Context: an optimization exercise on an open-source flow, tuned for small area. The choices shown serve that exercise and are no tape-out recipe. Only simulation tests tie the RTL to the original design; equivalence was not proved. Power is estimated from default activity; no workload was simulated.

--- flow/flow/run.sh ---
#!/bin/bash
# Layout flow: the standard ORFS flow (standard.sh, standard synthesis),
# with these changes to how the layout is made:
#  - ports are buffered with buf_1 instead of the default delay-cell buffer;
#  - repair_design (3_4) may use buffers up to buf_4 only (flow/pre_resize.tcl);
#  - timing-driven global placement keeps none of its trial buffering
#    (GPL_KEEP_OVERFLOW=0): it only steers the placement;
#  - the flow estimates wire capacitance 15% higher than the platform's
#    setRC.tcl (flow/setRC_pess.tcl), to match the extracted parasitics;
#  - CTS uses clkbuf_8 with sinks clustered 16 per 50 um and no dummy loads.
# Each ORFS step writes its own log under orfs/logs; make's output goes to
# make_finish.log here.
set -euo pipefail
here=$(pwd)
export BUFFER_PORTS_ARGS="-buffer_cell sky130_fd_sc_hd__buf_1"
export GPL_KEEP_OVERFLOW=0
export LAYER_PARASITICS_FILE="$here/flow/setRC_pess.tcl"
export PRE_RESIZE_TCL="$here/flow/pre_resize.tcl"
export CTS_ARGS="-sink_clustering_enable -repair_clock_nets -dont_use_dummy_load -buf_list sky130_fd_sc_hd__clkbuf_8 -sink_clustering_size 16 -sink_clustering_max_diameter 50"
bash standard.sh > make_finish.log 2>&1
--- flow/flow/pre_resize.tcl ---
# Sourced by ORFS's resize step (3_4) before repair_design: keep repair_design
# from buffering the long register-file select and enable nets with the
# largest buffers; buf_4 and smaller are enough to meet the slew and
# capacitance limits.
set_dont_use {sky130_fd_sc_hd__buf_6 sky130_fd_sc_hd__buf_8 sky130_fd_sc_hd__buf_12 sky130_fd_sc_hd__buf_16 sky130_fd_sc_hd__bufbuf_8 sky130_fd_sc_hd__bufbuf_16 sky130_fd_sc_hd__bufinv_8 sky130_fd_sc_hd__bufinv_16 sky130_fd_sc_hd__clkbuf_8 sky130_fd_sc_hd__clkbuf_16}
--- flow/flow/setRC_pess.tcl ---
set_layer_rc -layer li1 -capacitance [expr {1.499e-04 * 1.15}] -resistance 7.176e-02
set_layer_rc -layer met1 -capacitance [expr {1.72375E-04 * 1.15}] -resistance 8.929e-04
set_layer_rc -layer met2 -capacitance [expr {1.36233E-04 * 1.15}] -resistance 8.929e-04
set_layer_rc -layer met3 -capacitance [expr {2.14962E-04 * 1.15}] -resistance 1.567e-04
set_layer_rc -layer met4 -capacitance [expr {1.48128E-04 * 1.15}] -resistance 1.567e-04
set_layer_rc -layer met5 -capacitance [expr {1.54087E-04 * 1.15}] -resistance 1.781e-05

set_layer_rc -via mcon -resistance 9.249146E-3
set_layer_rc -via via -resistance 4.5E-3
set_layer_rc -via via2 -resistance 3.368786E-3
set_layer_rc -via via3 -resistance 0.376635E-3
set_layer_rc -via via4 -resistance 0.00580E-3

set_wire_rc -signal -layer met1
set_wire_rc -clock -layer met3
--- flow/standard.sh ---
#!/bin/bash
# synth_recipe.tcl (not shown) runs the flow's synth.tcl, then flattens the netlist and writes it again
# the make line also repeats each setting of config.mk as NAME=value (left out here)
make -C /OpenROAD-flow-scripts/flow DESIGN_CONFIG=/design/flow/config.mk WORK_HOME=/design/flow/orfs CLKGATE_MAP_FILE= SYNTH_SCRIPT=/design/flow/synth_recipe.tcl "${@:-finish}"
--- flow/config.mk ---
export PLATFORM = sky130hd
export DESIGN_NAME = datapath_legv8
export DESIGN_NICKNAME = datapath_legv8
export VERILOG_FILES = /design/flow/design.v
export SDC_FILE = /design/flow/constraint.sdc
export NUM_CORES = 8
export LEC_CHECK = 0
export CAP_MARGIN = 5
export CORE_MARGIN = 2
export CORE_UTILIZATION = 55
export GPL_TIMING_DRIVEN = 1
export SETUP_SLACK_MARGIN = 0.1
export SLEW_MARGIN = 5
export SYNTH_HIERARCHICAL = 1
--- flow/constraint.sdc ---
create_clock -name core_clock -period 14.0 [get_ports {clk}]
set_input_delay 2.8000 -clock core_clock [delete_from_list [all_inputs] [get_ports {clk}]]
set_output_delay 2.8000 -clock core_clock [all_outputs]
set_load 0.01 [all_outputs]
--- flow/design.v ---
module datapath_legv8(
	input [4:0] DA, SA, SB, FS,
	input W_reg, W_ram, c_out, B_sel, B_en, ram_en, alu_en, D_en, clk, rst,
	input [63:0] k,
	input [7:0] addr,
	output [3:0] stat,
	output [63:0] f,
	output [15:0] r0, r1, r2, r3, r4, r5, r6, r7,
	output [7:0] ram_addr,
	output ram_we,
	output [63:0] ram_wdata,
	input [63:0] ram_rdata
	);
	wire [63:0] A_bus, B_bus, D_bus, Bm_n;
	wire [127:0] r_low;
	regfile_32x64 regfile (.rdA(A_bus), .rdB(B_bus), .raA(SA), .raB(SB), .w(W_reg), .wd(D_bus),
		.wa(DA), .rst(rst), .clk(clk), .low(r_low));
	assign {r7, r6, r5, r4, r3, r2, r1, r0} = r_low;
	wire bsel_n = ~B_sel;
	genvar i;
	generate
		for (i = 0; i < 64; i = i + 1) begin : bm
			muxi u (B_sel, bsel_n, B_bus[i], k[i], Bm_n[i]);
		end
	endgenerate
	wire [11:0] Ss, Ssn;
	generate
		for (i = 0; i < 12; i = i + 1) begin : ss
			ao22 u (B_sel, k[i / 2], bsel_n, B_bus[i / 2], Ss[i]);
			muxi v (B_sel, bsel_n, B_bus[i / 2], k[i / 2], Ssn[i]);
		end
	endgenerate
	alu_legv8 alu (.A(A_bus), .Bmn(Bm_n), .Ss(Ss), .Ssn(Ssn), .FS(FS), .C0(c_out), .F(f), .status(stat));
	generate
		for (i = 0; i < 64; i = i + 1) begin : db
			wire dn;
			aoi222 u (B_en, B_bus[i], alu_en, f[i], D_en, ram_rdata[i], dn);
			invg v (dn, ram_wdata[i]);
			invg w (dn, D_bus[i]);
		end
	endgenerate
	wire ren_n = ~ram_en;
	generate
		for (i = 0; i < 8; i = i + 1) begin : ra
			wire an;
			muxi u (ram_en, ren_n, addr[i], f[i], an);
			invg v (an, ram_addr[i]);
		end
	endgenerate
	assign ram_we = W_ram;
endmodule
module regfile_32x64(
	output [63:0] rdA,
	output [63:0] rdB,
	input [4:0] raA,
	input [4:0] raB,
	input w,
	input [63:0] wd,
	input [4:0] wa,
	input rst,
	input clk,
	output [127:0] low);
	reg [30:0] valid;
	reg [63:0] R [0:30];
	wire [30:0] we0, we1, sA0, sA1, sB0, sB1;
	dec_we dw (wa, w, we0, we1);
	dec_rd da (raA, valid, sA0, sA1);
	dec_rd db (raB, valid, sB0, sB1);
	genvar i, b;
	generate
		for (i = 0; i < 31; i = i + 1) begin : g
			always @(posedge clk)
				if (we0[i]) R[i][31:0] <= wd[31:0];
			always @(posedge clk)
				if (we1[i]) R[i][63:32] <= wd[63:32];
			always @(posedge clk or posedge rst)
				if (rst) valid[i] <= 1'b0;
				else if (we0[i]) valid[i] <= 1'b1;
		end
		for (i = 0; i < 8; i = i + 1) begin : t
			for (b = 0; b < 16; b = b + 1) begin : tb
				and2g u (valid[i], R[i][b], low[16*i + b]);
			end
		end
		for (b = 0; b < 64; b = b + 1) begin : rb
			wire [30:0] col;
			for (i = 0; i < 31; i = i + 1) begin : c
				assign col[i] = R[i][b];
			end
			if (b < 32) begin : l
				rdbit ma (sA0, col, rdA[b]);
				rdbit mb (sB0, col, rdB[b]);
			end else begin : h
				rdbit ma (sA1, col, rdA[b]);
				rdbit mb (sB1, col, rdB[b]);
			end
		end
	endgenerate
endmodule
module dec_we(input [4:0] i, input w, output [30:0] o0, o1);
	wire [3:0] lo = {i[1] & i[0], i[1] & ~i[0], ~i[1] & i[0], ~i[1] & ~i[0]};
	wire [7:0] hi;
	genvar j;
	generate
		for (j = 0; j < 8; j = j + 1) begin : h
			assign hi[j] = w & (i[4:2] == j);
		end
		for (j = 0; j < 31; j = j + 1) begin : d
			wire n;
			nand2g u (lo[j % 4], hi[j / 4], n);
			invg v0 (n, o0[j]);
			invg v1 (n, o1[j]);
		end
	endgenerate
endmodule
module dec_rd(input [4:0] i, input [30:0] v, output [30:0] o0, o1);
	wire [3:0] lo = {i[1] & i[0], i[1] & ~i[0], ~i[1] & i[0], ~i[1] & ~i[0]};
	wire [7:0] hi;
	genvar j;
	generate
		for (j = 0; j < 8; j = j + 1) begin : h
			assign hi[j] = (i[4:2] == j);
		end
		for (j = 0; j < 31; j = j + 1) begin : d
			wire n;
			nand3g u (lo[j % 4], hi[j / 4], v[j], n);
			invg v0 (n, o0[j]);
			invg v1 (n, o1[j]);
		end
	endgenerate
endmodule
module rdbit(input [30:0] s, input [30:0] d, output y);
	wire [10:0] n;
	genvar i;
	generate
		for (i = 0; i < 10; i = i + 1) begin : a
			aoi222 g (s[3*i], d[3*i], s[3*i+1], d[3*i+1], s[3*i+2], d[3*i+2], n[i]);
		end
	endgenerate
	nand2g g30 (s[30], d[30], n[10]);
	wire p0, p1, p2;
	nand4g q0 (n[0], n[1], n[2], n[3], p0);
	nand4g q1 (n[4], n[5], n[6], n[7], p1);
	nand3g q2 (n[8], n[9], n[10], p2);
	or3g q3 (p0, p1, p2, y);
endmodule
module muxi(input s, sn, a, b, output y);
	assign y = ~((s | a) & (sn | b));
endmodule
module aoi222(input a0, a1, b0, b1, c0, c1, output y);
	assign y = ~((a0 & a1) | (b0 & b1) | (c0 & c1));
endmodule
module oa22(input a0, a1, b0, b1, output y);
	assign y = (a0 | a1) & (b0 | b1);
endmodule
module ao22(input a0, a1, b0, b1, output y);
	assign y = (a0 & a1) | (b0 & b1);
endmodule
module ao21(input a0, a1, b, output y);
	assign y = (a0 & a1) | b;
endmodule
module nand2g(input a, b, output y);
	assign y = ~(a & b);
endmodule
module nand3g(input a, b, c, output y);
	assign y = ~(a & b & c);
endmodule
module nand4g(input a, b, c, d, output y);
	assign y = ~(a & b & c & d);
endmodule
module nor2g(input a, b, output y);
	assign y = ~(a | b);
endmodule
module or3g(input a, b, c, output y);
	assign y = a | b | c;
endmodule
module or4g(input a, b, c, d, output y);
	assign y = a | b | c | d;
endmodule
module and2g(input a, b, output y);
	assign y = a & b;
endmodule
module and3g(input a, b, c, output y);
	assign y = a & b & c;
endmodule
module and4g(input a, b, c, d, output y);
	assign y = a & b & c & d;
endmodule
module xor2g(input a, b, output y);
	assign y = a ^ b;
endmodule
module invg(input a, output y);
	assign y = ~a;
endmodule
module zero64(input [63:0] f, output z);
	assign z = ~|f;
endmodule
module alu_legv8(A, Bmn, Ss, Ssn, FS, C0, F, status);
	input [63:0] A;
	input [63:0] Bmn;	 
	input [11:0] Ss, Ssn;	 
	input [4:0] FS;
	input C0;
	output [63:0] F;
	output [3:0] status;  
	wire [63:0] As, Bs, g, p, sum;
	wire C;
	wire nfs0 = ~FS[0];
	genvar i;
	generate
		for (i = 0; i < 64; i = i + 1) begin : pre
			xor2g u1 (A[i], FS[1], As[i]);
			xor2g u2 (Bmn[i], nfs0, Bs[i]);
			and2g u3 (As[i], Bs[i], g[i]);
			xor2g u4 (As[i], Bs[i], p[i]);
		end
	endgenerate
	adder_64 adder (g, p, C0, sum, C);
	wire [63:0] xn, sn;
	wire fs2n = ~FS[2];
	generate
		for (i = 0; i < 64; i = i + 1) begin : rv
			muxi u (FS[2], fs2n, A[i], A[63-i], xn[i]);
		end
	endgenerate
	shifter_64 shifter (xn, Ss, Ssn, sn);
	wire eg = ~FS[4] & ~FS[3];
	wire ep = ~FS[4] & FS[2];
	wire es = ~FS[4] & FS[3] & ~FS[2];
	wire eln = ~(FS[4] & ~FS[3] & ~FS[2]);
	wire ern = ~(FS[4] & ~FS[3] & FS[2]);
	generate
		for (i = 0; i < 64; i = i + 1) begin : om
			wire y1, y2;
			aoi222 u1 (eg, g[i], ep, p[i], es, sum[i], y1);
			oa22 u2 (eln, sn[i], ern, sn[63-i], y2);
			nand2g u3 (y1, y2, F[i]);
		end
	endgenerate
	wire Z;
	zero64 zf (F, Z);
	wire N = F[63];
	wire V = ~(As[63] ^ Bs[63]) & (F[63] ^ As[63]);
	assign status = {V, C, N, Z};
endmodule
module adder_64(g, p, Cin, S, Cout);
	input [63:0] g, p;	 
	input Cin;
	output [63:0] S;
	output Cout;
	wire g0c;
	assign g0c = g[0] | (p[0] & Cin);
	wire [63:0] gc = {g[63:1], g0c};
	wire [15:0] G [0:4];
	wire [15:0] P [0:4];
	wire [15:0] G10, P10;
	genvar j, l;
	generate
		for (j = 0; j < 16; j = j + 1) begin : blk
			wire [3:0] gg = gc[4*j +: 4], pp = p[4*j +: 4];
			assign G10[j] = gg[1] | (pp[1] & gg[0]);
			assign P10[j] = pp[1] & pp[0];
			assign G[0][j] = gg[3] | (pp[3] & gg[2]) | (pp[3] & pp[2] & G10[j]);
			assign P[0][j] = &pp;
		end
		for (l = 1; l <= 4; l = l + 1) begin : lv
			for (j = 0; j < 16; j = j + 1) begin : b
				if (((j >> (l - 1)) & 1) == 1) begin : c
					if (j < (1 << l)) begin : z
						assign G[l][j] = G[l-1][j] | (P[l-1][j] & G[l-1][((j >> (l-1)) << (l-1)) - 1]);
						assign P[l][j] = 1'b0;
					end else begin : n
						assign G[l][j] = G[l-1][j] | (P[l-1][j] & G[l-1][((j >> (l-1)) << (l-1)) - 1]);
						assign P[l][j] = P[l-1][j] & P[l-1][((j >> (l-1)) << (l-1)) - 1];
					end
				end else begin : t
					assign G[l][j] = G[l-1][j];
					assign P[l][j] = P[l-1][j];
				end
			end
		end
	endgenerate
	wire [16:0] C = {G[4], Cin};
	generate
		for (j = 0; j < 16; j = j + 1) begin : sm
			wire [3:0] gg = gc[4*j +: 4], pp = p[4*j +: 4];
			wire c1 = gg[0] | (pp[0] & C[j]);
			wire c2 = G10[j] | (P10[j] & C[j]);
			wire c3 = gg[2] | (pp[2] & c2);
			assign S[4*j +: 4] = pp ^ {c3, c2, c1, C[j]};
		end
	endgenerate
	assign Cout = C[16];
endmodule
module shl_stage #(parameter D = 1, parameter POL = 0) (input [63:0] i, input [1:0] s, sn, output [63:0] o);
	genvar j;
	generate
		for (j = 0; j < 64; j = j + 1) begin : b
			if (j >= D) begin : m
				muxi u (s[j / 32], sn[j / 32], i[j], i[j-D], o[j]);
			end else if (POL == 0) begin : f0
				nand2g u (sn[j / 32], i[j], o[j]);
			end else begin : f1
				nor2g u (s[j / 32], i[j], o[j]);
			end
		end
	endgenerate
endmodule
module shifter_64(An, s, sn, Ln);
	input [63:0] An;
	input [11:0] s, sn;
	output [63:0] Ln;
	wire [63:0] t0, t1, t2, t3, t4;
	shl_stage #(1, 1)  s0 (An, s[1:0],   sn[1:0],   t0);
	shl_stage #(2, 0)  s1 (t0, s[3:2],   sn[3:2],   t1);
	shl_stage #(4, 1)  s2 (t1, s[5:4],   sn[5:4],   t2);
	shl_stage #(8, 0)  s3 (t2, s[7:6],   sn[7:6],   t3);
	shl_stage #(16, 1) s4 (t3, s[9:8],   sn[9:8],   t4);
	shl_stage #(32, 0) s5 (t4, s[11:10], sn[11:10], Ln);
endmodule
==> results.yml, run 1 <==
critical_path:
  rr_endpoint: "regfile.R[16][18]"
  start_kind: "primary input"
  worst-path-max-fanout: 19
  cp-end-kind: "primary output"
  crit_required_ns: 11.20
  slowest_stage: "nand4_1"
  worstRegToRegCells: 18
  cp_data_arrival_time_ns: 10.97
  critical_path_class: "primary input to primary output"
  r2r_slack_ns: 4.61
  slowest_delay_ns: 1.11
  r2r-start: "regfile.valid[1]"
power:
  power_switching_w: 0.00415
  clkPwrFrac_pct: 23.1
  power_leakage_nw: 32.4
  seqPwrFrac_pct: 54.4
  total_power_w: 0.0130
  peakVddDrop_uv: 105
  p_per_area_mw_per_mm2: 132
  pwr-share-comb_pct: 22.5
  sw_frac_of_total_pct: 32.0
  power.internal_w: 0.00883
timing:
  min_period_ns: 13.77
  period_share_pct: 98.4
  rsz0062_at_grt: "true"
  final_max_slew_viol_count: 0
  hold_violations: 0
  setup_viol: 0
  clock.fmax_mhz: 72.6
  fin_worst_skew_ns: 0.105
  setup_tns_ns: 0
  worst-slew-pin-transition_ns: 1.39
  slew_headroom_pct: 7.16
  whs_ns: 0.492
drt:
  drt-total-wl_mm: 412
  vias: 76400
  ant_nets: 0
  vias_per_cell: 8.53
  drt_iter0_markers: 22700
  wl_per_cell_um: 46.1
  dr.pass1.iters: 15
  drc: 0
cts:
  clock_tree.root_cell: "clkbuf_8"
  cts_tree: "built"
  cts_made_buffers: 176
  clk_path_buf_depth: 3
  hold_buffers: 0
  clkLatencyLatePin_ns: 0.99
  htree_levels: 4
  clock-sinks: 2015
  clk_pin_slew_worst_paths_ns: 0.05
synth:
  syn-num-nets: 6084
  avgSynthCellArea_um2: 15.1
  yosys_warnings: 10
  syn_area_mm2: 0.0890
  syn-instance-count: 5885
placed_design:
  dp_hpwl_mm: 277
  placed_area_mm2: 0.0951
  dp_cells: 8687
  gp_congestion: 1.05
  port_buffers: 432
final_layout:
  seqCellArea_mm2: 0.0604
  layout-drive-gt1-share_pct: 11.2
  stdcell_count: 8951
  stdcell_area_mm2: 0.0985
  layout.nets: 6941
  num-fill-cells: 12400
  area_delta_synth_final_pct: 10.6
  multi_input_comb_area_mm2: 0.0280
grt:
  grt_usage_pct: 48.2
  grt_pass1_wl_mm: 549
  grt_max_degree: 63
  antenna_found_initial: 52
  grt-ovfl-total: 0
  grt_pass1_vias: 68100
hold_path:
  hold_start: "regfile.valid[27]"
  holdPathStages: 1
  min_path_type: "flop to flop"
  hold_end: "regfile.valid[27]"
floorplan:
  fp-row-count: 147
  core-area_mm2: 0.161
  chipWidth_um: 406
  die_h_um: 406
  start_util_pct: 55.4
  dieArea_mm2: 0.165
  io_pins: 435
job:
  cap_violations: 0
outcome:
  status: "complete, no violations"
==> repair_timing <==
item,4_1_cts,5_1_grt
pin swaps,12,48
endpoints found under the setup margin,24,38
setup buffers,13,21
resized for setup,17,119
==> power by group through the flow <==
stage	Sequential, W	Combinational (W)	Clock (W)
CTS	0.00707	0.00281	0.00310
global route	0.00708	0.00316	0.00333
floorplan	0.00713	0.00142	0
global placement	0.00721	0.00275	0
finish	0.00707	0.00292	0.00300
detailed placement	0.00720	0.00263	0
==> routing by layer <==
layer	global-route usage, %	vias up	part of all wire, %
met2	68.1	8488	41
met4	37.7	28	11
li1	-	29000	-
met3	17.1	1794	17
met1	60.3	37100	32
met5	0	-	0.058
==> worst max path at each step <==
stage | end | from
3_5_place_dp | stat[0] | SB[2]
5_1_grt | stat[0] | SB[4]
4_1_cts | stat[0] | SB[3]
3_3_place_gp | stat[0] | B_sel
6_report | stat[0] | SB[4]
2_1_floorplan | stat[0] | FS[0]
==> critical path, delay by kind of cell <==
| kind | cells | cell delay [ns] |
|---|---|---|
| compound gates | 8 | 2.01 |
| xor+xnor | 2 | 0.38 |
| fa+ha+maj | 1 | 0.16 |
| buf+inv | 5 | 0.96 |
| simple gates | 13 | 4.59 |
==> placed cells by master, fill, tap and decap left out, types with 14 or more instances in the layout <==
| cell | count |
|---|---|
| buf_1 | 418 |
| dfrtp_1 | 29 |
| inv_2 | 177 |
| or2_1 | 31 |
| or3_1 | 114 |
| and2_1 | 195 |
| edfxtp_1 | 1984 |
| nand3_1 | 193 |
| a21o_1 | 14 |
| a21oi_1 | 20 |
| xnor2_1 | 31 |
| buf_4 | 235 |
| nor2_1 | 61 |
| clkbuf_8 | 176 |
| nand4_1 | 266 |
| a222oi_1 | 1408 |
| inv_1 | 141 |
| nand2_1 | 280 |
| o22a_1 | 64 |
| o21ai_0 | 15 |
| ha_1 | 33 |
| o22ai_1 | 452 |
| inv_4 | 14 |
| xor2_1 | 184 |
| diode_2 | 51 |
==> metrics by stage <==
stage               utilization [%]  setup slack, ns
global route                   61.3           0.0160
finish                         61.3            0.228
CTS                            60.8           -0.225
global placement               58.1            -9.18
detailed placement             59.2           -0.441
floorplan                         -             2.60
==> registers in the layout, indices dropped and copies added, names as in the netlist <==
name,cells
regfile.valid,31
regfile.R,1984
==> layout make-up <==
| type | instances | share of cell area [%] |
|---|---|---|
| flip-flops and latches | 2015 | 61.3 |
| diodes | 51 | 0.130 |
| repair buffers | 685 | 3.68 |
| well taps | 2160 | 2.74 |
| inverters | 334 | 1.31 |
| multi-input cells | 3530 | 28.4 |
| clock buffers | 176 | 2.46 |
==> inputs of run 2 (changes only) <==
--- a/flow/flow/run.sh
+++ b/flow/flow/run.sh
@@ -6,5 +6,5 @@
 #  - timing-driven global placement keeps none of its trial buffering
 #    (GPL_KEEP_OVERFLOW=0): it only steers the placement;
-#  - the flow estimates wire capacitance 15% higher than the platform's
+#  - the flow estimates wire capacitance 30% higher than the platform's
 #    setRC.tcl (flow/setRC_pess.tcl), to match the extracted parasitics;
 #  - CTS uses clkbuf_8 with sinks clustered 16 per 50 um and no dummy loads.
==> flow/flow/setRC_pess.tcl (replaced) <==
set_layer_rc -layer li1 -capacitance [expr {1.499e-04 * 1.3}] -resistance 7.176e-02
set_layer_rc -layer met1 -capacitance [expr {1.72375E-04 * 1.3}] -resistance 8.929e-04
set_layer_rc -layer met2 -capacitance [expr {1.36233E-04 * 1.3}] -resistance 8.929e-04
set_layer_rc -layer met3 -capacitance [expr {2.14962E-04 * 1.3}] -resistance 1.567e-04
set_layer_rc -layer met4 -capacitance [expr {1.48128E-04 * 1.3}] -resistance 1.567e-04
set_layer_rc -layer met5 -capacitance [expr {1.54087E-04 * 1.3}] -resistance 1.781e-05

set_layer_rc -via mcon -resistance 9.249146E-3
set_layer_rc -via via -resistance 4.5E-3
set_layer_rc -via via2 -resistance 3.368786E-3
set_layer_rc -via via3 -resistance 0.376635E-3
set_layer_rc -via via4 -resistance 0.00580E-3

set_wire_rc -signal -layer met1
set_wire_rc -clock -layer met3
==> run 2 against run 1 <==
Against the previous run:
- largest power group unchanged
- register-to-register slack gained 0.22 ns
- cell count shrank 0.11%
- critical path type unchanged
- worst hold slack gained 0.010 ns
- largest cell class unchanged
- clock-buffer cell count shrank 4
- first-iteration DRC count shrank 8.2%
- clock power shrank 2%
- still clean on timing, DRC and antenna
- combinational power is essentially flat
- sequential share of layout area shrank 0.26 points
- worst setup slack gained 0.52 ns
- synthesized cell count is the same
- critical endpoint unchanged
- design area grew 0.43%
- global-route usage shrank 0.64 points
==> results.yml, run 2 <==
final_layout:
  mostFrequentLayoutCells: "edfxtp_1, a222oi_1, o22ai_1"
  largestRegisters: "regfile.R (1984), regfile.valid (31)"
  layout_commonest_cell: "edfxtp_1"
  layout.nets: 6944
  largest-register: "regfile.R"
  area_delta_synth_final_pct: 11.1
  largest_register_ffs: 1984
  layout-drive-gt1-share_pct: 12.2
  stdcell_area_mm2: 0.0989
drt:
  vias_per_cell: 8.47
  drc: 0
  wl_per_cell_um: 45.3
  ant_nets: 0
  drt_iter0_markers: 20900
  dr.pass1.iters: 15
  wl_met2_mm: 167
  drt-total-wl_mm: 405
  met3_length_mm: 66.5
  top_layer: "met5"
  wl_met1_mm: 127
  vias: 75700
timing:
  fin_worst_skew_ns: 0.184
  layout_setup_ws_ns: 0.745
  worst-slew-pin-transition_ns: 1.28
  clock.fmax_mhz: 75.4
  min_period_ns: 13.25
  rsz0062_at_grt: "false"
  final_max_slew_viol_count: 0
  setup_viol: 0
  setup_tns_ns: 0
  whs_ns: 0.502
  hold_violations: 0
  slew_headroom_pct: 14.7
  period_share_pct: 94.7
floorplan:
  die_h_um: 406
  dieArea_mm2: 0.165
  fp-row-count: 147
  chipWidth_um: 406
  io_pins: 435
  start_util_pct: 55.4
  core-area_mm2: 0.161
power:
  power_switching_w: 0.00413
  peakVddDrop_uv: 98.8
  clkPwrFrac_pct: 22.8
  power.internal_w: 0.00883
  pwr-share-comb_pct: 22.7
  seqPwrFrac_pct: 54.5
  power_leakage_nw: 32.4
  p_per_area_mw_per_mm2: 131
  sw_frac_of_total_pct: 31.9
job:
  cap_violations: 0
cts:
  cts_made_buffers: 172
  clkLatencyLatePin_ns: 1.03
  htree_levels: 4
  clock_tree.root_cell: "clkbuf_8"
  clk_pin_slew_worst_paths_ns: 0.05
  clk_path_buf_depth: 3
  clock-sinks: 2015
  cts_tree: "built"
outcome:
  status: "complete, no violations"
grt:
  grt_pass1_vias: 68600
  grt_usage_pct: 47.6
  grt-ovfl-total: 0
  grt_pass1_wl_mm: 543
  antenna_found_initial: 50
  grt_max_degree: 56
synth:
  syn-instance-count: 5885
  syn_area_mm2: 0.0890
  syn-num-nets: 6084
  yosys_warnings: 10
  avgSynthCellArea_um2: 15.1
critical_path:
  crit_required_ns: 11.20
  start_kind: "primary input"
  cp_data_arrival_time_ns: 10.45
  cp-end-kind: "primary output"
  critical_path_class: "primary input to primary output"
  worst-path-max-fanout: 18
placed_design:
  dp_hpwl_mm: 281
  pre_cts_slack_ns: -0.362
  placed_area_mm2: 0.0952
  port_buffers: 432
  gp_congestion: 1.03
hold_path:
  min_path_type: "flop to flop"
-- run 2: worst paths after layout --
check / slack, ns / endpoint / cells past startpoint / start
setup reg to reg: 4.83 / regfile.R[20][15] / 27 / regfile.valid[5]
hold reg to reg: 0.50 / regfile.valid[19] / 1 / regfile.valid[19]
setup / recovery: 0.75 / stat[0] / 27 / SB[4]
hold / removal: 0.50 / regfile.valid[19] / 1 / regfile.valid[19]
max in group asynchronous: 11.37 / regfile.valid[17] / 3 / rst
min in group asynchronous: 1.77 / regfile.valid[3] / 2 / rst
-- run 2: metal layers --
metal	vias up	GRT usage, %
li1	29000	-
met2	8118	67.6
met4	40	39.4
met5	-	1.07
met3	1666	16.0
met1	36900	58.8
-- run 2: layout make-up --
cell class / instances / area, um2
diodes: 38 / 95.1
clock buffers: 172 / 2370
fillers: 12400 / 61700
inverters: 334 / 1310
multi-input cells: 3530 / 28300
flip-flops and latches: 2015 / 60400
well taps: 2160 / 2700
repair buffers: 692 / 3750
-- run 2: timing repair --
item	in CTS	in global routing
setup buffers	9	16
pin swaps	14	71
hold buffers	0	0
resized for setup	45	181
cloned	0	0
endpoints found under the setup margin	44	49
-- run 2: power by group through the flow --
stage / registers (W) / logic (W) / clock network (W)
floorplan: 0.00713 / 0.00142 / 0
global placement: 0.00721 / 0.00292 / 0
detailed placement: 0.00720 / 0.00264 / 0
CTS: 0.00708 / 0.00300 / 0.00318
global route: 0.00709 / 0.00339 / 0.00344
finish: 0.00706 / 0.00294 / 0.00295
-- run 2: stage by stage --
stage / power, W / instances / util, %
finish: 0.0130 / 8941 / 61.6
global route: 0.0139 / 8916 / 61.6
CTS: 0.0133 / 8883 / 60.9
detailed placement: 0.00983 / 8702 / 59.3
global placement: 0.0101 / 8471 / 58.1
floorplan: 0.00855 / 5885 / -
-- run 2: worst max-delay path: stages --
cell and delay (ns):
clkbuf_2 0.21, and3b_2 0.28, nand3_1 0.20, inv_4 0.16, buf_6 0.23, a222oi_1 0.36
nand4_1 0.73, or3_4 0.70, o22ai_1 0.20, xor2_1 0.27, xor2_2 0.25, o211ai_1 0.17
a21oi_2 0.19, o2111ai_2 0.16, a211o_2 0.39, o21a_2 0.23, inv_1 0.09, a21o_1 0.15
a31o_2 0.16, ha_1 0.22, a222oi_1 0.45, nand2_4 0.16, nor4_2 0.31, buf_4 0.23
nand4_1 0.46, nor4_2 0.43, buf_4 0.22
==> inputs of run 3 (changes only) <==
--- a/flow/design.v
+++ b/flow/design.v
@@ -63,6 +63,6 @@
 	reg [30:0] valid;
 	reg [63:0] R [0:30];
-	wire [30:0] we0, we1, sA0, sA1, sB0, sB1;
-	dec_we dw (wa, w, we0, we1);
+	wire [30:0] we0, we1, wen0, wen1, sA0, sA1, sB0, sB1;
+	dec_we dw (wa, w, we0, we1, wen0, wen1);
 	dec_rd da (raA, valid, sA0, sA1);
 	dec_rd db (raB, valid, sB0, sB1);
@@ -70,8 +70,14 @@
 	generate
 		for (i = 0; i < 31; i = i + 1) begin : g
+			wire [63:0] nx;
+			for (b = 0; b < 64; b = b + 1) begin : m
+				if (b < 32) begin : l
+					ao22 u (we0[i], wd[b], wen0[i], R[i][b], nx[b]);
+				end else begin : h
+					ao22 u (we1[i], wd[b], wen1[i], R[i][b], nx[b]);
+				end
+			end
 			always @(posedge clk)
-				if (we0[i]) R[i][31:0] <= wd[31:0];
-			always @(posedge clk)
-				if (we1[i]) R[i][63:32] <= wd[63:32];
+				R[i] <= nx;
 			always @(posedge clk or posedge rst)
 				if (rst) valid[i] <= 1'b0;
@@ -98,5 +104,5 @@
 	endgenerate
 endmodule
-module dec_we(input [4:0] i, input w, output [30:0] o0, o1);
+module dec_we(input [4:0] i, input w, output [30:0] o0, o1, on0, on1);
 	wire [3:0] lo = {i[1] & i[0], i[1] & ~i[0], ~i[1] & i[0], ~i[1] & ~i[0]};
 	wire [7:0] hi;
@@ -111,4 +117,8 @@
 			invg v0 (n, o0[j]);
 			invg v1 (n, o1[j]);
+			wire p;
+			and2g x (lo[j % 4], hi[j / 4], p);
+			invg w0 (p, on0[j]);
+			invg w1 (p, on1[j]);
 		end
 	endgenerate
==> run 3 against run 2 <==
Against the previous run:
- still clean
- worst setup slack got worse by 0.0038 ns
- utilization rose by 0.17 points
- critical path depth rose by 3
- register-to-register slack got worse by 0.33 ns
- via count rose by 26%
- sequential cell count did not move
- synthesized cell count rose by 35%
- fmax barely moved
- largest power group unchanged
- highest routed layer unchanged
==> results.yml, run 3 <==
cts:
  cts_tree: "built"
  clkLatencyLatePin_ns: 1.04
  clock-sinks: 2015
  cts_made_buffers: 173
  htree_levels: 4
  clk_path_buf_depth: 3
  clock_tree.root_cell: "clkbuf_8"
  clk_pin_slew_worst_paths_ns: 0.08
grt:
  grt_pass1_wl_mm: 634
  grt_max_degree: 61
  grt-ovfl-total: 0
  grt_usage_pct: 52.9
  antenna_found_initial: 51
  grt_pass1_vias: 86300
placed_design:
  gp_congestion: 1.09
  dp_hpwl_mm: 301
  pre_cts_slack_ns: -0.362
  port_buffers: 432
  dp_cells: 10700
final_layout:
  finalCoreUtilization_pct: 61.8
  layout.nets: 9035
  largest_register_ffs: 1984
  seqCellArea_mm2: 0.0405
  area_delta_synth_final_pct: 11.2
  largest-register: "regfile.R"
  layout_commonest_cell: "a22o_1"
  multi_input_comb_area_mm2: 0.0456
  layout-drive-gt1-share_pct: 9.81
  largestRegisters: "regfile.R (1984), regfile.valid (31)"
  mostFrequentLayoutCells: "a22o_1, dfxtp_1, a222oi_1"
  num-fill-cells: 13100
  stdcell_count: 10900
drt:
  drt_iter0_markers: 28000
  drt-total-wl_mm: 456
  wl_per_cell_um: 41.6
  dr.pass1.iters: 17
  ant_nets: 0
  drc: 0
  vias_per_cell: 8.74
  vias: 95700
timing:
  final_max_slew_viol_count: 0
  worst-slew-pin-transition_ns: 1.25
  fin_worst_skew_ns: 0.132
  rsz0062_at_grt: "true"
  hold_violations: 0
  min_period_ns: 13.26
  clock.fmax_mhz: 75.4
  layout_setup_ws_ns: 0.741
  whs_ns: 0.498
  period_share_pct: 94.7
  setup_viol: 0
  slew_headroom_pct: 16.4
floorplan:
  start_util_pct: 55.5
  dieArea_mm2: 0.161
  core-area_mm2: 0.157
  fp-row-count: 145
  chipWidth_um: 402
  die_h_um: 402
  io_pins: 435
synth:
  syn-num-nets: 8161
  syn_area_mm2: 0.0870
  avgSynthCellArea_um2: 10.9
  syn-instance-count: 7962
  yosys_warnings: 10
hold_path:
  min_path_type: "flop to flop"
critical_path:
  cp-end-kind: "primary output"
  crit_required_ns: 11.20
  slowest_stage: "or3_4"
  cp.buffers_inverters: 6
  cp_data_arrival_time_ns: 10.46
  critical_path_class: "primary input to primary output"
  path_delay_family: "simple AND/OR/NAND/NOR gates"
  start_kind: "primary input"
  slowest_delay_ns: 0.63
  worst-path-max-fanout: 17
outcome:
  status: "complete, no violations"
power:
  power_leakage_nw: 38.8
  p_per_area_mw_per_mm2: 158
  total_power_w: 0.0153
  peakVddDrop_uv: 131
job:
  cap_violations: 0
-- run 3: per-stage QoR --
step | setup TNS (ns) | area (um2)
after floorplan | 0 | 87000
after global placement | -9576.94 | 91100
after detailed placement | -0.513 | 93100
after CTS | 0 | 95700
after global routing | -0.0584 | 96700
final | 0 | 96700
-- run 3: layer usage --
| layer | wire length, um | share of wire [%] | track usage [%] | vias to the layer above |
|---|---|---|---|---|
| li1 | - | - | - | 37300 |
| met1 | 152000 | 33 | 64.6 | 45600 |
| met2 | 176000 | 39 | 71.4 | 10300 |
| met3 | 77000 | 17 | 22.0 | 2402 |
| met4 | 51100 | 11 | 45.4 | 33 |
| met5 | 254 | 0.056 | 0.416 | - |
-- run 3: where the power goes --
| part | internal (W) | switching, W |
|---|---|---|
| combinational | 0.00160 | 0.00253 |
| clock | 0.00110 | 0.00193 |
| sequential | 0.00699 | 0.00112 |
-- run 3: what timing repair did --
action	in CTS	in global routing
pin swaps	11	47
endpoints found under the setup margin	57	38
hold buffers	0	0
setup buffers	4	11
gates resized for setup	31	142
-- run 3: layout make-up --
class / instances / share of cell area, %
Clock buffer: 173 / 2.46
Inverter: 396 / 1.66
Tap cell: 2058 / 2.66
Multi-Input combinational cell: 5545 / 47.1
Timing Repair Buffer: 705 / 4.07
Sequential cell: 2015 / 41.9
Antenna cell: 56 / 0.145
-- run 3: final timing paths --
kind                                    from                 to  slack, ns  cells after the start
min                        regfile.R[30][39]  regfile.R[30][39]       0.50                      1
max reg2reg                 regfile.valid[2]  regfile.R[18][41]       4.50                     27
max in group asynchronous                rst  regfile.valid[29]      11.57                      3
min in group asynchronous                rst   regfile.valid[6]       1.63                      2
max                                    SB[4]            stat[0]       0.74                     30
min reg2reg                regfile.R[30][39]  regfile.R[30][39]       0.50                      1
==> inputs of run 4 (changes only) <==
--- a/flow/design.v
+++ b/flow/design.v
@@ -78,6 +78,14 @@
 				end
 			end
-			always @(posedge clk)
-				R[i] <= nx;
+			if (i < 8) begin : rl
+				always @(posedge clk or posedge rst)
+					if (rst) R[i][15:0] <= 16'b0;
+					else R[i][15:0] <= nx[15:0];
+				always @(posedge clk)
+					R[i][63:16] <= nx[63:16];
+			end else begin : rh
+				always @(posedge clk)
+					R[i] <= nx;
+			end
 			always @(posedge clk or posedge rst)
 				if (rst) valid[i] <= 1'b0;
@@ -85,7 +93,5 @@
 		end
 		for (i = 0; i < 8; i = i + 1) begin : t
-			for (b = 0; b < 16; b = b + 1) begin : tb
-				and2g u (valid[i], R[i][b], low[16*i + b]);
-			end
+			assign low[16*i +: 16] = R[i][15:0];
 		end
 		for (b = 0; b < 64; b = b + 1) begin : rb
@@ -113,12 +119,8 @@
 		end
 		for (j = 0; j < 31; j = j + 1) begin : d
-			wire n;
-			nand2g u (lo[j % 4], hi[j / 4], n);
-			invg v0 (n, o0[j]);
-			invg v1 (n, o1[j]);
-			wire p;
-			and2g x (lo[j % 4], hi[j / 4], p);
-			invg w0 (p, on0[j]);
-			invg w1 (p, on1[j]);
+			and2g v0 (lo[j % 4], hi[j / 4], o0[j]);
+			and2g v1 (lo[j % 4], hi[j / 4], o1[j]);
+			nand2g w0 (lo[j % 4], hi[j / 4], on0[j]);
+			nand2g w1 (lo[j % 4], hi[j / 4], on1[j]);
 		end
 	endgenerate
--- a/flow/flow/run.sh
+++ b/flow/flow/run.sh
@@ -6,5 +6,5 @@
 #  - timing-driven global placement keeps none of its trial buffering
 #    (GPL_KEEP_OVERFLOW=0): it only steers the placement;
-#  - the flow estimates wire capacitance 30% higher than the platform's
+#  - the flow estimates wire capacitance 20% higher than the platform's
 #    setRC.tcl (flow/setRC_pess.tcl), to match the extracted parasitics;
 #  - CTS uses clkbuf_8 with sinks clustered 16 per 50 um and no dummy loads.
==> flow/flow/setRC_pess.tcl (replaced) <==
set_layer_rc -layer li1 -capacitance [expr {1.499e-04 * 1.2}] -resistance 7.176e-02
set_layer_rc -layer met1 -capacitance [expr {1.72375E-04 * 1.2}] -resistance 8.929e-04
set_layer_rc -layer met2 -capacitance [expr {1.36233E-04 * 1.2}] -resistance 8.929e-04
set_layer_rc -layer met3 -capacitance [expr {2.14962E-04 * 1.2}] -resistance 1.567e-04
set_layer_rc -layer met4 -capacitance [expr {1.48128E-04 * 1.2}] -resistance 1.567e-04
set_layer_rc -layer met5 -capacitance [expr {1.54087E-04 * 1.2}] -resistance 1.781e-05

set_layer_rc -via mcon -resistance 9.249146E-3
set_layer_rc -via via -resistance 4.5E-3
set_layer_rc -via via2 -resistance 3.368786E-3
set_layer_rc -via via3 -resistance 0.376635E-3
set_layer_rc -via via4 -resistance 0.00580E-3

set_wire_rc -signal -layer met1
set_wire_rc -clock -layer met3
==> run 4 against run 3 <==
Against the previous run:
- clock power is 2% higher
- via count grew 2.2%
- fmax is 2.2% lower
- combinational power rose by 2%
- synthesized area rose by 0.78%
- critical endpoint unchanged
- largest power group unchanged
==> results.yml, run 4 <==
placed_design:
  dp_hpwl_mm: 323
  pre_cts_slack_ns: -0.148
  dp_cells: 10600
  port_buffers: 432
  gp_congestion: 1.12
power:
  p_per_area_mw_per_mm2: 159
  peakVddDrop_uv: 123
  total_power_w: 0.0154
  power_leakage_nw: 38.9
outcome:
  status: "complete, no violations"
cts:
  clk_pin_slew_worst_paths_ns: 0.07
  cts_tree: "built"
  clock_tree.root_cell: "clkbuf_8"
  clkLatencyLatePin_ns: 1.04
  cts_made_buffers: 176
  htree_levels: 4
  clock-sinks: 2015
  clk_path_buf_depth: 3
floorplan:
  start_util_pct: 55.3
  core-area_mm2: 0.158
  io_pins: 435
  chipWidth_um: 403
  die_h_um: 403
  dieArea_mm2: 0.163
  fp-row-count: 146
drt:
  wl_per_cell_um: 45.4
  ant_nets: 0
  vias_per_cell: 9.05
  drc: 0
  vias: 97800
  drt-total-wl_mm: 490
  drt_iter0_markers: 29900
  dr.pass1.iters: 17
synth:
  syn_area_mm2: 0.0876
  yosys_warnings: 9
  avgSynthCellArea_um2: 11.1
  syn-num-nets: 8117
  syn-instance-count: 7918
timing:
  setup_viol: 0
  clock.fmax_mhz: 73.8
  period_share_pct: 96.8
  setup_tns_ns: 0
  hold_violations: 0
  min_period_ns: 13.55
  final_max_slew_viol_count: 0
  worst-slew-pin-transition_ns: 1.38
  layout_setup_ws_ns: 0.450
  fin_worst_skew_ns: 0.139
  slew_headroom_pct: 7.92
final_layout:
  mostFrequentLayoutCells: "a22o_1, dfxtp_1, a222oi_1"
  largestRegisters: "regfile.R (1984), regfile.valid (31)"
  layout_commonest_cell: "a22o_1"
  largest-register: "regfile.R"
  stdcell_count: 10800
  largest_register_ffs: 1984
  area_delta_synth_final_pct: 10.4
  layout-drive-gt1-share_pct: 10.1
  layout.nets: 8883
  num-fill-cells: 13200
grt:
  grt-ovfl-total: 0
  grt_pass1_wl_mm: 674
  antenna_found_initial: 50
  grt_usage_pct: 56.9
  grt_pass1_vias: 88500
  grt_max_degree: 101
critical_path:
  cp.buffers_inverters: 4
  crit_required_ns: 11.20
  critical_path_class: "primary input to primary output"
  start_kind: "primary input"
  cp-end-kind: "primary output"
  path_delay_family: "simple AND/OR/NAND/NOR gates"
  worst-path-max-fanout: 24
  slowest_delay_ns: 0.87
  slowest_stage: "or3_1"
  cp_data_arrival_time_ns: 10.75
hold_path:
  min_path_type: "flop to flop"
job:
  cap_violations: 0
-- run 4: what timing repair did --
action                                 in CTS  in global routing
gates resized for setup                    34                106
hold buffers                                0                  0
pin swaps                                   1                 41
endpoints found under the hold margin       0                  0
setup buffers                               0                 11
setup endpoints to repair                   4                 31
-- run 4: per-layer routing --
layer | routed length [um] | vias to the layer above | track usage (%)
li1 | - | 36900 | -
met1 | 157000 | 46500 | 66.2
met2 | 185000 | 11300 | 75.9
met3 | 87400 | 3049 | 27.4
met4 | 60300 | 38 | 52.3
met5 | 741 | - | 2.20
-- run 4: final timing paths --
path,start,to,slack [ns],cells after the start
min reg2reg,regfile.valid[1],regfile.valid[1],0.50,1
max in group asynchronous,rst,regfile.valid[22],10.46,4
min in group asynchronous,rst,regfile.R[3][10],2.08,3
min,regfile.valid[1],regfile.valid[1],0.50,1
max,SA[0],stat[0],0.45,26
max reg2reg,regfile.valid[27],regfile.R[3][31],4.84,25
-- run 4: through the flow --
stage | hold slack [ns] | utilization [%] | instance area [um2]
after CTS | 0.495 | 60.5 | 95900
after global placement | 0.475 | 57.4 | 90800
after floorplan | 0.458 | - | 87600
after global routing | 0.521 | 61.0 | 96700
after detailed placement | 0.476 | 58.9 | 93400
final | 0.496 | 61.1 | 96700
-- run 4: layout make-up --
cell class / count / area [um2] / area share [%]
Multi-Input combinational cell: 5499 / 45300 / 46.9
Clock buffer: 176 / 2420 / 2.50
Tap cell: 2072 / 2590 / 2.68
Antenna cell: 51 / 128 / 0.132
Timing Repair Buffer: 722 / 4000 / 4.13
Inverter: 270 / 1140 / 1.18
Sequential cell: 2015 / 41100 / 42.5
-- run 4: worst reg2reg max path, cell delays in order, from the launching register on --
cell and delay [ns]:
dfrtp_1 0.42, nand3_1 0.21, inv_2 0.18, buf_4 0.32, a222oi_1 0.46, nand3_1 0.83, or3_1 0.68, o22ai_1 0.36
xor2_1 0.24, xor2_1 0.37, nand2_1 0.11, nor2_1 0.14, o211ai_1 0.11, buf_4 0.17, nand4_1 0.13, a21boi_1 0.15
o31ai_1 0.32, a31o_2 0.21, ha_1 0.13, nor2_1 0.05, xnor2_1 0.12, a222oi_1 0.28, nand2_1 0.22, a222oi_1 0.92
clkinv_1 1.37, a22o_1 0.56
-- run 4: report_power, final --
group | internal (W) | switching (W) | total (W)
clock | 0.00112 | 0.00197 | 0.00309
sequential | 0.00699 | 0.00108 | 0.00807
combinational | 0.00157 | 0.00266 | 0.00423
total | 0.00968 | 0.00571 | 0.0154
==> inputs of run 5 (changes only) <==
--- a/flow/config.mk
+++ b/flow/config.mk
@@ -8,6 +8,7 @@
 export CAP_MARGIN = 5
 export CORE_MARGIN = 2
-export CORE_UTILIZATION = 55
+export CORE_UTILIZATION = 62
 export GPL_TIMING_DRIVEN = 1
+export PLACE_DENSITY = 0.68
 export SETUP_SLACK_MARGIN = 0.1
 export SLEW_MARGIN = 5
==> run 5 against run 4 <==
Against the previous run:
- clock-buffer cell count is 10 lower
- design area is 0.69% lower
- highest routed layer unchanged
- power fell by 1.2%
- sequential power is essentially flat
- critical endpoint unchanged
- combinational power is 2% lower
- register-to-register slack better by 0.24 ns
- cell count shrank 2.0%
- global-route usage increased by 1.5 points
==> results.yml, run 5 <==
timing:
  slew_headroom_pct: 13.1
  setup_viol: 0
  clock.fmax_mhz: 73.1
  period_share_pct: 97.7
  fin_worst_skew_ns: 0.167
  hold_violations: 0
  worst-slew-pin-transition_ns: 1.30
  final_max_slew_viol_count: 0
  min_period_ns: 13.67
  layout_setup_ws_ns: 0.326
synth:
  yosys_warnings: 9
  syn-num-nets: 8117
  syn-instance-count: 7918
  avgSynthCellArea_um2: 11.1
  syn_area_mm2: 0.0876
placed_design:
  port_buffers: 432
  dp_cells: 10300
  placed_area_mm2: 0.0926
  dp_hpwl_mm: 285
  gp_congestion: 1.18
  pre_cts_slack_ns: -0.758
drt:
  vias_per_cell: 9.20
  drc: 0
  vias: 97400
  drt-total-wl_mm: 450
  drt_iter0_markers: 30000
  ant_nets: 0
  wl_per_cell_um: 42.5
  dr.pass1.iters: 23
final_layout:
  layout.nets: 8845
  largest-register: "regfile.R"
  largest_register_ffs: 1984
  seqCellArea_mm2: 0.0411
  area_delta_synth_final_pct: 9.64
  finalCoreUtilization_pct: 68.7
  stdcell_area_mm2: 0.0961
  layout-drive-gt1-share_pct: 9.43
  multi_input_comb_area_mm2: 0.0452
  mostFrequentLayoutCells: "a22o_1, dfxtp_1, a222oi_1"
  stdcell_count: 10600
  layout_commonest_cell: "a22o_1"
  largestRegisters: "regfile.R (1984), regfile.valid (31)"
  num-fill-cells: 10900
cts:
  clock_tree.root_cell: "clkbuf_8"
  cts_tree: "built"
  htree_levels: 4
  cts_made_buffers: 166
  hold_buffers: 0
  clock-sinks: 2015
  clk_pin_slew_worst_paths_ns: 0.09
  clkLatencyLatePin_ns: 1.03
  clk_path_buf_depth: 3
critical_path:
  crit_required_ns: 11.20
  worst-path-max-fanout: 15
  worstRegToRegCells: 23
  r2r-start: "regfile.valid[9]"
  slowest_delay_ns: 0.99
  cp_cell_sequence: "buf_1 -> and2_1 -> nand3_2 -> clkinvlp_4 -> buf_4 -> a222oi_1 -> nand4_1 -> or3_1 -> o22ai_1 -> o22ai_1 -> o22ai_1 -> o22ai_1 -> o22ai_1 -> o22ai_1 -> o22ai_1 -> o22a_1 -> nand2_1 -> nor4_1 -> nand4_1 -> nor4_2 -> buf_4"
  cpMostUsedCell: "o22ai_1"
  cp-end-kind: "primary output"
  start_kind: "primary input"
  rr_endpoint: "regfile.R[30][41]"
  r2r_slack_ns: 5.08
  cp_data_arrival_time_ns: 10.87
  slowest_stage: "or3_1"
  critical_path_class: "primary input to primary output"
grt:
  grt-ovfl-total: 0
  grt_pass1_wl_mm: 629
  antenna_found_initial: 65
  grt_pass1_vias: 87700
  grt_usage_pct: 58.4
  grt_max_degree: 100
power:
  peakVddDrop_uv: 130
  power.internal_w: 0.00962
  power_switching_w: 0.00559
  seqPwrFrac_pct: 53.2
  pwr-share-comb_pct: 27.4
  power_leakage_nw: 38.6
  sw_frac_of_total_pct: 36.7
  clkPwrFrac_pct: 19.5
  p_per_area_mw_per_mm2: 158
floorplan:
  start_util_pct: 62.7
  fp-row-count: 137
  core-area_mm2: 0.140
  io_pins: 435
  dieArea_mm2: 0.144
  chipWidth_um: 380
  die_h_um: 380
outcome:
  status: "complete, no violations"
job:
  cap_violations: 0
hold_path:
  holdPathStages: 1
  hold_end: "regfile.valid[24]"
  hold_start: "regfile.valid[24]"
  min_path_type: "flop to flop"
[run 5: worst max path at each step]
| stage | from | endpoint | slack, ns | cells past startpoint |
|---|---|---|---|---|
| after CTS | SB[0] | stat[0] | 0.21 | 27 |
| after global routing | SA[0] | stat[0] | -0.21 | 26 |
| after global placement | B_sel | stat[0] | -7.86 | 15 |
| final | SA[0] | stat[0] | 0.33 | 21 |
| after floorplan | FS[0] | stat[0] | 2.53 | 23 |
| after detailed placement | SB[0] | stat[0] | -0.76 | 29 |
[run 5: critical path: cells and delay by family]
family | cells | cell delay, ns
AND/OR/NAND/NOR | 8 | 4.46
AO/OA/AOI/OAI | 9 | 2.70
buffers and inverters | 4 | 0.87
[run 5: final cells by class]
type / instances / share of cell area, %
diodes: 68 / 0.177
repair buffers: 690 / 3.98
inverters: 270 / 1.14
well taps: 1876 / 2.44
flip-flops and latches: 2015 / 42.8
clock buffers: 166 / 2.38
multi-input cells: 5499 / 47.0
repair inverters: 4 / 0.0313
[run 5: timing repair]
| action | 4_1_cts | 5_1_grt |
|---|---|---|
| cloned | 4 | 0 |
| pin swaps | 9 | 33 |
| resized for setup | 34 | 91 |
| endpoints found under the setup margin | 16 | 30 |
| endpoints found under the hold margin | 0 | 0 |
| setup buffers | 8 | 27 |
[run 5: power by group through the flow]
| stage | Combinational, W | Sequential [W] | Clock (W) |
|---|---|---|---|
| finish | 0.00416 | 0.00808 | 0.00296 |
| global route | 0.00453 | 0.00829 | 0.00332 |
| floorplan | 0.00258 | 0.00781 | 0 |
| global placement | 0.00386 | 0.00807 | 0 |
| detailed placement | 0.00376 | 0.00810 | 0 |
| CTS | 0.00402 | 0.00806 | 0.00306 |
[run 5: layer usage]
layer / GRT usage [%] / vias up / routed length, um / share of wire [%]
li1: - / 36900 / - / -
met1: 69.5 / 45500 / 142000 / 32
met2: 76.9 / 11800 / 169000 / 38
met3: 28.1 / 3265 / 83700 / 19
met4: 52.4 / 22 / 55400 / 12
met5: 1.36 / - / 169 / 0.038
[run 5: through the flow]
stage / TNS, ns / hold slack (ns) / power (W)
5_1_grt: -0.207 / 0.518 / 0.0161
6_report: 0 / 0.500 / 0.0152
3_5_place_dp: -0.758 / 0.477 / 0.0119
2_1_floorplan: 0 / 0.458 / 0.0104
4_1_cts: 0 / 0.500 / 0.0151
3_3_place_gp: - / 0.475 / 0.0119
==> inputs of run 6 (changes only) <==
--- a/flow/flow/run.sh
+++ b/flow/flow/run.sh
@@ -6,5 +6,5 @@
 #  - timing-driven global placement keeps none of its trial buffering
 #    (GPL_KEEP_OVERFLOW=0): it only steers the placement;
-#  - the flow estimates wire capacitance 20% higher than the platform's
+#  - the flow estimates wire capacitance 15% higher than the platform's
 #    setRC.tcl (flow/setRC_pess.tcl), to match the extracted parasitics;
 #  - CTS uses clkbuf_8 with sinks clustered 16 per 50 um and no dummy loads.
==> flow/flow/setRC_pess.tcl (replaced) <==
set_layer_rc -layer li1 -capacitance [expr {1.499e-04 * 1.15}] -resistance 7.176e-02
set_layer_rc -layer met1 -capacitance [expr {1.72375E-04 * 1.15}] -resistance 8.929e-04
set_layer_rc -layer met2 -capacitance [expr {1.36233E-04 * 1.15}] -resistance 8.929e-04
set_layer_rc -layer met3 -capacitance [expr {2.14962E-04 * 1.15}] -resistance 1.567e-04
set_layer_rc -layer met4 -capacitance [expr {1.48128E-04 * 1.15}] -resistance 1.567e-04
set_layer_rc -layer met5 -capacitance [expr {1.54087E-04 * 1.15}] -resistance 1.781e-05

set_layer_rc -via mcon -resistance 9.249146E-3
set_layer_rc -via via -resistance 4.5E-3
set_layer_rc -via via2 -resistance 3.368786E-3
set_layer_rc -via via3 -resistance 0.376635E-3
set_layer_rc -via via4 -resistance 0.00580E-3

set_wire_rc -signal -layer met1
set_wire_rc -clock -layer met3
--- a/flow/config.mk
+++ b/flow/config.mk
@@ -8,7 +8,6 @@
 export CAP_MARGIN = 5
 export CORE_MARGIN = 2
-export CORE_UTILIZATION = 62
+export CORE_UTILIZATION = 55
 export GPL_TIMING_DRIVEN = 1
-export PLACE_DENSITY = 0.68
 export SETUP_SLACK_MARGIN = 0.1
 export SLEW_MARGIN = 5
==> run 6 against run 5 <==
Against the previous run:
- largest power group unchanged
- sequential power about the same
- synthesized area unchanged
- critical endpoint unchanged
- cell count increased by 1.7%
- global-route usage decreased by 1.8 points
- highest routed layer unchanged
- largest cell class unchanged
- critical path depth increased by 6
- still clean on timing, DRC and antenna
==> results.yml, run 6 <==
grt:
  grt_usage_pct: 56.6
  grt_pass1_wl_mm: 670
  antenna_found_initial: 50
  grt-ovfl-total: 0
  grt_max_degree: 102
  grt_pass1_vias: 87700
floorplan:
  start_util_pct: 55.3
  core-area_mm2: 0.158
  chipWidth_um: 403
  io_pins: 435
  fp-row-count: 146
  dieArea_mm2: 0.163
  die_h_um: 403
power:
  p_per_area_mw_per_mm2: 160
  peakVddDrop_uv: 126
  power_leakage_nw: 38.8
timing:
  setup_viol: 0
  setup_tns_ns: 0
  clock.fmax_mhz: 73.2
  final_max_slew_viol_count: 0
  min_period_ns: 13.66
  period_share_pct: 97.6
  slew_headroom_pct: 1.54
  rsz0062_at_grt: "false"
  whs_ns: 0.498
  hold_violations: 0
  fin_worst_skew_ns: 0.159
  worst-slew-pin-transition_ns: 1.48
final_layout:
  largest_register_ffs: 1984
  finalCoreUtilization_pct: 60.9
  largestRegisters: "regfile.R (1984), regfile.valid (31)"
  layout.nets: 8847
  layout-drive-gt1-share_pct: 9.08
  largest-register: "regfile.R"
  area_delta_synth_final_pct: 10.1
  mostFrequentLayoutCells: "a22o_1, dfxtp_1, a222oi_1"
  layout_commonest_cell: "a22o_1"
cts:
  clk_path_buf_depth: 3
  clkLatencyLatePin_ns: 1.09
  cts_made_buffers: 180
  clock_tree.root_cell: "clkbuf_8"
  htree_levels: 4
  clk_pin_slew_worst_paths_ns: 0.05
  cts_tree: "built"
  clock-sinks: 2015
critical_path:
  start_kind: "primary input"
  critical_path_class: "primary input to primary output"
  worst-path-max-fanout: 17
  slowest_delay_ns: 0.61
  cp.buffers_inverters: 4
  cp_data_arrival_time_ns: 10.86
  r2r-start: "regfile.valid[3]"
  cp-end-kind: "primary output"
  path_delay_family: "simple AND/OR/NAND/NOR gates"
  slowest_stage: "nor4_4"
  crit_start: "SB[2]"
  crit_required_ns: 11.20
drt:
  ant_nets: 0
  drt_iter0_markers: 28600
  wl_per_cell_um: 45.4
  vias_per_cell: 9.05
  drc: 0
  drt-total-wl_mm: 489
  vias: 97400
  dr.pass1.iters: 17
placed_design:
  gp_congestion: 1.12
  port_buffers: 432
  dp_hpwl_mm: 318
synth:
  avgSynthCellArea_um2: 11.1
  syn_area_mm2: 0.0876
  yosys_warnings: 9
  syn-num-nets: 8117
  syn-instance-count: 7918
hold_path:
  min_path_type: "flop to flop"
  hold_start: "regfile.R[30][58]"
outcome:
  status: "complete, no violations"
job:
  cap_violations: 0
-- run 6: layout make-up --
| cell class | count | area [um2] |
|---|---|---|
| fillers | 13300 | 61900 |
| multi-input cells | 5499 | 45200 |
| flip-flops and latches | 2015 | 41100 |
| repair buffers | 682 | 3910 |
| well taps | 2072 | 2590 |
| clock buffers | 180 | 2480 |
| inverters | 270 | 1130 |
| diodes | 45 | 113 |
-- run 6: worst paths after layout --
check	end	slack, ns	depth (start not counted)
setup / recovery	stat[0]	0.34	27
max in group asynchronous	regfile.valid[27]	10.76	4
setup reg to reg	regfile.R[6][41]	4.46	21
hold / removal	regfile.R[30][58]	0.50	1
hold reg to reg	regfile.R[30][58]	0.50	1
min in group asynchronous	regfile.R[4][10]	1.92	3
-- run 6: what timing repair did --
| item | in CTS | in global routing |
|---|---|---|
| buffers inserted | 0 | 0 |
| resized for setup | 26 | 77 |
| endpoints found under the setup margin | 1 | 18 |
| pin swaps | 0 | 10 |
| cloned | 0 | 0 |
| hold buffers | 0 | 0 |
-- run 6: routing by layer --
metal | share of wire [%] | global-route usage, %
met5 | 0.14 | 3.06
met3 | 18 | 26.4
met2 | 38 | 76.0
met1 | 32 | 66.0
met4 | 13 | 51.9
-- run 6: per-stage QoR --
step                cells  area (um2)  power [W]  setup WS, ns
detailed placement  10500       93100     0.0119        -0.137
global route        10700       96500     0.0163       0.00872
CTS                 10700       95600     0.0153         0.102
floorplan            7918       87600     0.0104          2.53
finish              10800       96500     0.0154         0.337
global placement    10300       90800     0.0119        -10.21
-- run 6: power breakdown --
part           switching (W)  leakage (nW)  internal, W
clock network        0.00200          1.29      0.00114
logic                0.00266          20.1      0.00158
registers            0.00107          17.4      0.00699
total                0.00572          38.8      0.00972

-- separate check: timing with driven ports --
How much do the figures lean on ideal ports? The routed layouts below were timed once more, with nothing changed but the port constraints.
Step 1 sets driving cells, clkbuf_16 on the clock port and buf_2 on the other inputs (assumed; they add their load-dependent delay and slew).
Step 2 times the ports against the registers' clock, not the clock port: input delays grow and output delays shrink by t, the midpoint of the rising clock arrivals with the driver on.
Slacks: no drivers / after step 1 / after step 2; pairs: no drivers / after step 1.
run	t (ns)	slack for setup (ns)	worst register clock-pin slew, ns
run 1	1.041	0.228 / 0.054 / 0.054	0.11 / 0.11
run 2	1.034	0.745 / 0.584 / 0.584	0.10 / 0.10
run 3	1.065	0.741 / 0.556 / 0.556	0.11 / 0.11
run 4	1.072	0.450 / 0.285 / 0.285	0.11 / 0.11
run 5	1.038	0.326 / 0.206 / 0.206	0.11 / 0.11
run 6	1.111	0.337 / 0.132 / 0.132	0.11 / 0.11
After both steps every run listed still meets setup and hold. The setup slack of run 6, which loses most, moves by -0.205 ns with the drivers and by -0.205 ns with both steps.
